This is an optimization exercise on Yosys and OpenROAD, whose aim is small area and a short achievable clock period, not a production implementation.
Only simulation tests tie the RTL to the original design; equivalence was not proved.
No driver is modelled on the clock port, so clocking that relies on it looks cheaper here than on a real chip.

==> flow/design.v <==
`timescale 1ns / 1ps
module Pipelined(s0, s1, s2, s3, s4, s5, s6, s7, t0, t1, t2, t3, t4, t5, t6, t7, t8, t9, CurrentPC, Instruction, SwitchClk_10, reset);
	input SwitchClk_10, reset;
	input [31:0] Instruction;
	output [31:0] s0, s1, s2, s3, s4, s5, s6, s7, t0, t1, t2, t3, t4, t5, t6, t7, t8, t9;
	output [31:0] CurrentPC;
	wire clk = SwitchClk_10;
	reg [31:2] PC;
	reg [31:0] IFID_Instr;
	reg [31:1] IFID_RsOH, IFID_RtOH;
	reg [31:0] IDEX_A, IDEX_B, IDEX_X;
	reg [4:0]  IDEX_Dest;
	reg        IDEX_RegWrite, IDEX_MemRead, IDEX_MemWrite, IDEX_Beq, IDEX_Bne, IDEX_Jump;
	reg        IDEX_FA, IDEX_FBp, IDEX_FBn, IDEX_FX;
	reg        IDEX_SubOp, IDEX_And, IDEX_Or, IDEX_Slt, IDEX_Logic;
	reg [31:0] EXMEM_ALU, EXMEM_Data;
	reg [31:0] EXMEM_AddrOH;	 
	reg [4:0]  EXMEM_Dest;
	reg        EXMEM_RegWrite, EXMEM_MemRead, EXMEM_MemWrite, EXMEM_Taken;
	assign CurrentPC = {PC, 2'b00};
	wire taken = EXMEM_Taken;
	wire [31:0] dmem [0:31];
	wire [31:0] rf [0:31];
	assign rf[0] = 32'd0;
	genvar g;
	reg [31:0] dvalid;
	generate
		for (g = 0; g < 32; g = g + 1) begin : words
			reg [31:0] m;
			always @(posedge clk)
				if (EXMEM_MemWrite && EXMEM_AddrOH[g]) m <= EXMEM_Data;
			always @(posedge clk, posedge reset)
				if (reset) dvalid[g] <= 1'b0;
				else if (EXMEM_MemWrite && EXMEM_AddrOH[g]) dvalid[g] <= 1'b1;
			assign dmem[g] = m;
		end
	endgenerate
	reg [31:0] MemData;
	integer k;
	always @* begin
		MemData = 32'd0;
		for (k = 0; k < 32; k = k + 1)
			MemData = MemData | (dmem[k] & {32{EXMEM_AddrOH[k] & dvalid[k]}});
	end
	wire [31:0] WD = EXMEM_MemRead ? MemData : EXMEM_ALU;
	wire [31:0] rvalid;
	assign rvalid[0] = 1'b1;
	generate
		for (g = 1; g < 32; g = g + 1) begin : regs
			reg [31:0] r;
			if (g >= 8 && g <= 25) begin : vis
				always @(posedge clk, posedge reset) begin
					if (reset) r <= 0;
					else if (EXMEM_RegWrite && EXMEM_Dest == g) r <= WD;
				end
				assign rvalid[g] = 1'b1;
			end else begin : hid
				reg v;
				always @(posedge clk)
					if (EXMEM_RegWrite && EXMEM_Dest == g) r <= WD;
				always @(posedge clk, posedge reset)
					if (reset) v <= 1'b0;
					else if (EXMEM_RegWrite && EXMEM_Dest == g) v <= 1'b1;
				assign rvalid[g] = v;
			end
			assign rf[g] = r;
		end
	endgenerate
	assign t0 = rf[8];  assign t1 = rf[9];  assign t2 = rf[10]; assign t3 = rf[11];
	assign t4 = rf[12]; assign t5 = rf[13]; assign t6 = rf[14]; assign t7 = rf[15];
	assign s0 = rf[16]; assign s1 = rf[17]; assign s2 = rf[18]; assign s3 = rf[19];
	assign s4 = rf[20]; assign s5 = rf[21]; assign s6 = rf[22]; assign s7 = rf[23];
	assign t8 = rf[24]; assign t9 = rf[25];
	wire [5:0] op = IFID_Instr[31:26];
	wire [4:0] rs = IFID_Instr[25:21];
	wire [4:0] rt = IFID_Instr[20:16];
	wire [4:0] rd = IFID_Instr[15:11];
	wire [5:0] fn = IFID_Instr[5:0];
	wire [15:0] imm = IFID_Instr[15:0];
	wire isR   = op == 6'h00;
	wire isJ   = op == 6'h02;
	wire isBeq = op == 6'h04;
	wire isBne = op == 6'h05;
	wire isAndi = op == 6'h0c;
	wire isLw  = op == 6'h23;
	wire isSw  = op == 6'h2b;
	wire [4:0] dest = isR ? rd : rt;
	wire regWrite = !(isBeq || isBne || isJ || isSw) && dest != 0;
	wire useRt = isR || isBeq || isBne;
	wire stall = IDEX_MemRead && ((!isJ && rs == IDEX_Dest) || (useRt && rt == IDEX_Dest));
	wire fwdMemRs = EXMEM_RegWrite && EXMEM_Dest == rs;
	wire fwdMemRt = EXMEM_RegWrite && EXMEM_Dest == rt;
	reg [31:0] rfRs, rfRt;
	integer j;
	always @* begin
		rfRs = 32'd0;
		rfRt = 32'd0;
		for (j = 1; j < 32; j = j + 1) begin
			rfRs = rfRs | (rf[j] & {32{IFID_RsOH[j] & rvalid[j]}});
			rfRt = rfRt | (rf[j] & {32{IFID_RtOH[j] & rvalid[j]}});
		end
	end
	wire [31:0] RD1 = fwdMemRs ? WD : rfRs;
	wire [31:0] RD2 = fwdMemRt ? WD : rfRt;
	wire subOp = isR && fn[2:1] == 2'b01;
	wire fwdExRt = IDEX_RegWrite && IDEX_Dest == rt;
	wire [31:2] brTarget = PC + {{14{imm[15]}}, imm};
	wire [31:0] target = isJ ? {PC[23:20], IFID_Instr[25:0], 2'b00} : {brTarget, 2'b00};
	wire [31:0] immOut = isAndi ? {16'd0, imm} : {{16{imm[15]}}, imm};
	wire kill = stall || taken;
	always @(posedge clk, posedge reset) begin
		if (reset) begin
			IDEX_RegWrite <= 0; IDEX_MemRead <= 0; IDEX_MemWrite <= 0;
			IDEX_Beq <= 0; IDEX_Bne <= 0; IDEX_Jump <= 0;
		end else if (kill) begin
			IDEX_RegWrite <= 0; IDEX_MemRead <= 0; IDEX_MemWrite <= 0;
			IDEX_Beq <= 0; IDEX_Bne <= 0; IDEX_Jump <= 0;
		end else begin
			IDEX_RegWrite <= regWrite; IDEX_MemRead <= isLw; IDEX_MemWrite <= isSw;
			IDEX_Beq <= isBeq; IDEX_Bne <= isBne; IDEX_Jump <= isJ;
		end
	end
	always @(posedge clk) begin
		IDEX_A <= RD1;
		IDEX_B <= useRt ? (RD2 ^ {32{subOp}}) : immOut;
		IDEX_X <= isSw ? RD2 : target;
		IDEX_Dest <= dest;
		IDEX_FA <= IDEX_RegWrite && IDEX_Dest == rs;
		IDEX_FBp <= fwdExRt && useRt && !subOp;
		IDEX_FBn <= fwdExRt && useRt && subOp;
		IDEX_FX <= fwdExRt && isSw;
		IDEX_SubOp <= subOp;
		IDEX_Slt <= subOp && fn[3];
		IDEX_And <= isAndi || (isR && fn[2] && !fn[0]);
		IDEX_Or  <= isR && fn[2] && fn[0];
		IDEX_Logic <= isAndi || (isR && fn[2]);
	end
	wire [31:0] A = IDEX_FA ? EXMEM_ALU : IDEX_A;
	wire [31:0] B = ({32{IDEX_FBp}} & EXMEM_ALU) | ({32{IDEX_FBn}} & ~EXMEM_ALU) |
	                ({32{!(IDEX_FBp || IDEX_FBn)}} & IDEX_B);
	wire [33:0] sum2 = {1'b0, A, 1'b1} + {1'b0, B, IDEX_SubOp};
	wire [32:0] sum = sum2[33:1];
	wire [31:0] logicRes = IDEX_And ? (A & B) : (A | B);
	wire [31:0] ALU = IDEX_Logic ? logicRes :
	                  IDEX_Slt ? {31'd0, !sum[32]} : sum[31:0];
	wire eq = A == B;	 
	wire fwdC = IDEX_MemWrite && EXMEM_MemRead && EXMEM_RegWrite && EXMEM_Dest == IDEX_Dest;
	wire [31:0] data = fwdC ? WD : IDEX_FX ? EXMEM_ALU : IDEX_X;
	wire [4:0] addr = sum[6:2];	 
	always @(posedge clk, posedge reset) begin
		if (reset) begin
			EXMEM_RegWrite <= 0; EXMEM_MemRead <= 0; EXMEM_MemWrite <= 0; EXMEM_Taken <= 0;
		end else if (taken) begin
			EXMEM_RegWrite <= 0; EXMEM_MemRead <= 0; EXMEM_MemWrite <= 0; EXMEM_Taken <= 0;
		end else begin
			EXMEM_RegWrite <= IDEX_RegWrite; EXMEM_MemRead <= IDEX_MemRead; EXMEM_MemWrite <= IDEX_MemWrite;
			EXMEM_Taken <= IDEX_Jump || (IDEX_Beq && eq) || (IDEX_Bne && !eq);
		end
	end
	always @(posedge clk) begin
		EXMEM_ALU <= ALU;
		EXMEM_AddrOH <= 32'd1 << addr;
		EXMEM_Data <= data;
		EXMEM_Dest <= IDEX_Dest;
	end
	function [31:1] onehot(input [4:0] r);
		integer i;
		for (i = 1; i < 32; i = i + 1)
			onehot[i] = r == i;
	endfunction
	always @(posedge clk, posedge reset) begin
		if (reset) begin
			PC <= 0;
			IFID_Instr <= 0;
			IFID_RsOH <= 0;
			IFID_RtOH <= 0;
		end else if (taken) begin
			PC <= EXMEM_Data[31:2];
			IFID_Instr <= 0;
			IFID_RsOH <= 0;
			IFID_RtOH <= 0;
		end else if (!stall) begin
			PC <= PC + 1'b1;
			IFID_Instr <= Instruction;
			IFID_RsOH <= onehot(Instruction[25:21]);
			IFID_RtOH <= onehot(Instruction[20:16]);
		end
	end
endmodule
==> flow/config.mk <==
export PLATFORM = sky130hd
export DESIGN_NAME = Pipelined
export DESIGN_NICKNAME = Pipelined
export VERILOG_FILES = /design/flow/design.v
export SDC_FILE = /design/flow/constraint.sdc
export NUM_CORES = 4
export LEC_CHECK = 0
export CAP_MARGIN = 20
export CORE_MARGIN = 2
export CORE_UTILIZATION = 42
export CTS_CLUSTER_DIAMETER = 100
export CTS_CLUSTER_SIZE = 24
export PLACE_DENSITY = 0.52
export SLEW_MARGIN = 20
==> flow/constraint.sdc <==
create_clock -name core_clock -period 9.0 [get_ports {SwitchClk_10}]
set_input_delay 1.8000 -clock core_clock [delete_from_list [all_inputs] [get_ports {SwitchClk_10}]]
set_output_delay 1.8000 -clock core_clock [all_outputs]
set_load 0.01 [all_outputs]
standard.sh (not shown) runs the stock make flow with config.mk's settings and CLKGATE_MAP_FILE= SYNTH_SCRIPT=/design/flow/synth_recipe.tcl, a recipe that flattens the netlist after the stock synthesis.
==> flow/flow/run.sh <==
#!/bin/bash
# Own layout flow: the standard ORFS flow (standard.sh, unchanged synthesis
# and SDC), run in two parts with a few optimisation knobs set through the
# environment:
#  - ports are buffered with a plain buf_2 instead of the delay buffer OpenROAD
#    picks by default (every port still gets its own buffer)
set -euo pipefail
export BUFFER_PORTS_ARGS="-buffer_cell sky130_fd_sc_hd__buf_2"

export SETUP_SLACK_MARGIN=5.65
bash standard.sh cts > flow_to_cts.log 2>&1
ws=$(sed -n 's/^worst slack max \([-0-9.]*\).*/\1/p' orfs/reports/*/Pipelined/base/4_cts_final.rpt | tail -1)
m=$(awk -v w="${ws:-0}" 'BEGIN { m = w - 0.02; if (m > 5.65) m = 5.65; if (m < 0) m = 0; printf "%.2f", m }')
echo "worst slack after CTS: ${ws:-unknown}; margin from global route on: $m" > flow_margin.log
export SETUP_SLACK_MARGIN=$m
bash standard.sh finish > flow_to_finish.log 2>&1
Change:
--- a/flow/design.v
+++ b/flow/design.v
@@ -4,13 +4,12 @@
 	input [31:0] Instruction;
 	output [31:0] s0, s1, s2, s3, s4, s5, s6, s7, t0, t1, t2, t3, t4, t5, t6, t7, t8, t9;
 	output [31:0] CurrentPC;
 	wire clk = SwitchClk_10;
 	reg [31:2] PC;
 	reg [31:0] IFID_Instr;
-	reg [31:1] IFID_RsOH, IFID_RtOH;
 	reg [31:0] IDEX_A, IDEX_B, IDEX_X;
 	reg [4:0]  IDEX_Dest;
 	reg        IDEX_RegWrite, IDEX_MemRead, IDEX_MemWrite, IDEX_Beq, IDEX_Bne, IDEX_Jump;
 	reg        IDEX_FA, IDEX_FBp, IDEX_FBn, IDEX_FX;
 	reg        IDEX_SubOp, IDEX_And, IDEX_Or, IDEX_Slt, IDEX_Logic;
 	reg [31:0] EXMEM_ALU, EXMEM_Data;
@@ -87,24 +86,14 @@
 	wire [4:0] dest = isR ? rd : rt;
 	wire regWrite = !(isBeq || isBne || isJ || isSw) && dest != 0;
 	wire useRt = isR || isBeq || isBne;
 	wire stall = IDEX_MemRead && ((!isJ && rs == IDEX_Dest) || (useRt && rt == IDEX_Dest));
 	wire fwdMemRs = EXMEM_RegWrite && EXMEM_Dest == rs;
 	wire fwdMemRt = EXMEM_RegWrite && EXMEM_Dest == rt;
-	reg [31:0] rfRs, rfRt;
-	integer j;
-	always @* begin
-		rfRs = 32'd0;
-		rfRt = 32'd0;
-		for (j = 1; j < 32; j = j + 1) begin
-			rfRs = rfRs | (rf[j] & {32{IFID_RsOH[j] & rvalid[j]}});
-			rfRt = rfRt | (rf[j] & {32{IFID_RtOH[j] & rvalid[j]}});
-		end
-	end
-	wire [31:0] RD1 = fwdMemRs ? WD : rfRs;
-	wire [31:0] RD2 = fwdMemRt ? WD : rfRt;
+	wire [31:0] RD1 = fwdMemRs ? WD : rvalid[rs] ? rf[rs] : 32'd0;
+	wire [31:0] RD2 = fwdMemRt ? WD : rvalid[rt] ? rf[rt] : 32'd0;
 	wire subOp = isR && fn[2:1] == 2'b01;
 	wire fwdExRt = IDEX_RegWrite && IDEX_Dest == rt;
 	wire [31:2] brTarget = PC + {{14{imm[15]}}, imm};
 	wire [31:0] target = isJ ? {PC[23:20], IFID_Instr[25:0], 2'b00} : {brTarget, 2'b00};
 	wire [31:0] immOut = isAndi ? {16'd0, imm} : {{16{imm[15]}}, imm};
 	wire kill = stall || taken;
@@ -160,30 +149,19 @@
 	always @(posedge clk) begin
 		EXMEM_ALU <= ALU;
 		EXMEM_AddrOH <= 32'd1 << addr;
 		EXMEM_Data <= data;
 		EXMEM_Dest <= IDEX_Dest;
 	end
-	function [31:1] onehot(input [4:0] r);
-		integer i;
-		for (i = 1; i < 32; i = i + 1)
-			onehot[i] = r == i;
-	endfunction
 	always @(posedge clk, posedge reset) begin
 		if (reset) begin
 			PC <= 0;
 			IFID_Instr <= 0;
-			IFID_RsOH <= 0;
-			IFID_RtOH <= 0;
 		end else if (taken) begin
 			PC <= EXMEM_Data[31:2];
 			IFID_Instr <= 0;
-			IFID_RsOH <= 0;
-			IFID_RtOH <= 0;
 		end else if (!stall) begin
 			PC <= PC + 1'b1;
 			IFID_Instr <= Instruction;
-			IFID_RsOH <= onehot(Instruction[25:21]);
-			IFID_RtOH <= onehot(Instruction[20:16]);
 		end
 	end
 endmodule
After rerunning: Sequential share of layout area came out lower by 2.3 points; global-route usage went up by 3.7 points; core utilization came out higher by 1.5 points; via count went up by 6.4%; hold slack improves by 0.0090 ns.

==> afterwards: timing with drivers on the ports <==
In the flow no input, the clock included, has a driving cell. The finished layouts below were timed again as built, in two steps.
Step 1 assumes that a clkbuf_16 drives the clock port and a buf_2 every other input.
Step 2, shift: input delay + t, output delay - t, t = (earliest + latest rising clock arrival at the registers) / 2. This alone moves slack from input paths to output paths.
a / b / c = ideal / step 1 / step 2; a / b = the first two.
run | shift t [ns] | setup WS [ns] | hold slack, ns | worst slew at a driven data input, ns
the first run | 0.969 | 5.388 / 5.388 / 5.077 | 0.437 / 0.437 / 0.437 | 0.21
the second run | 0.976 | 5.322 / 5.322 / 4.899 | 0.446 / 0.446 / 0.446 | 0.10
After both steps setup and hold are still met in every run listed. For the second run, which loses most, drivers alone change the setup slack by 0.000 ns; drivers and shift together by -0.423 ns. Setup slack includes reset recovery checks.
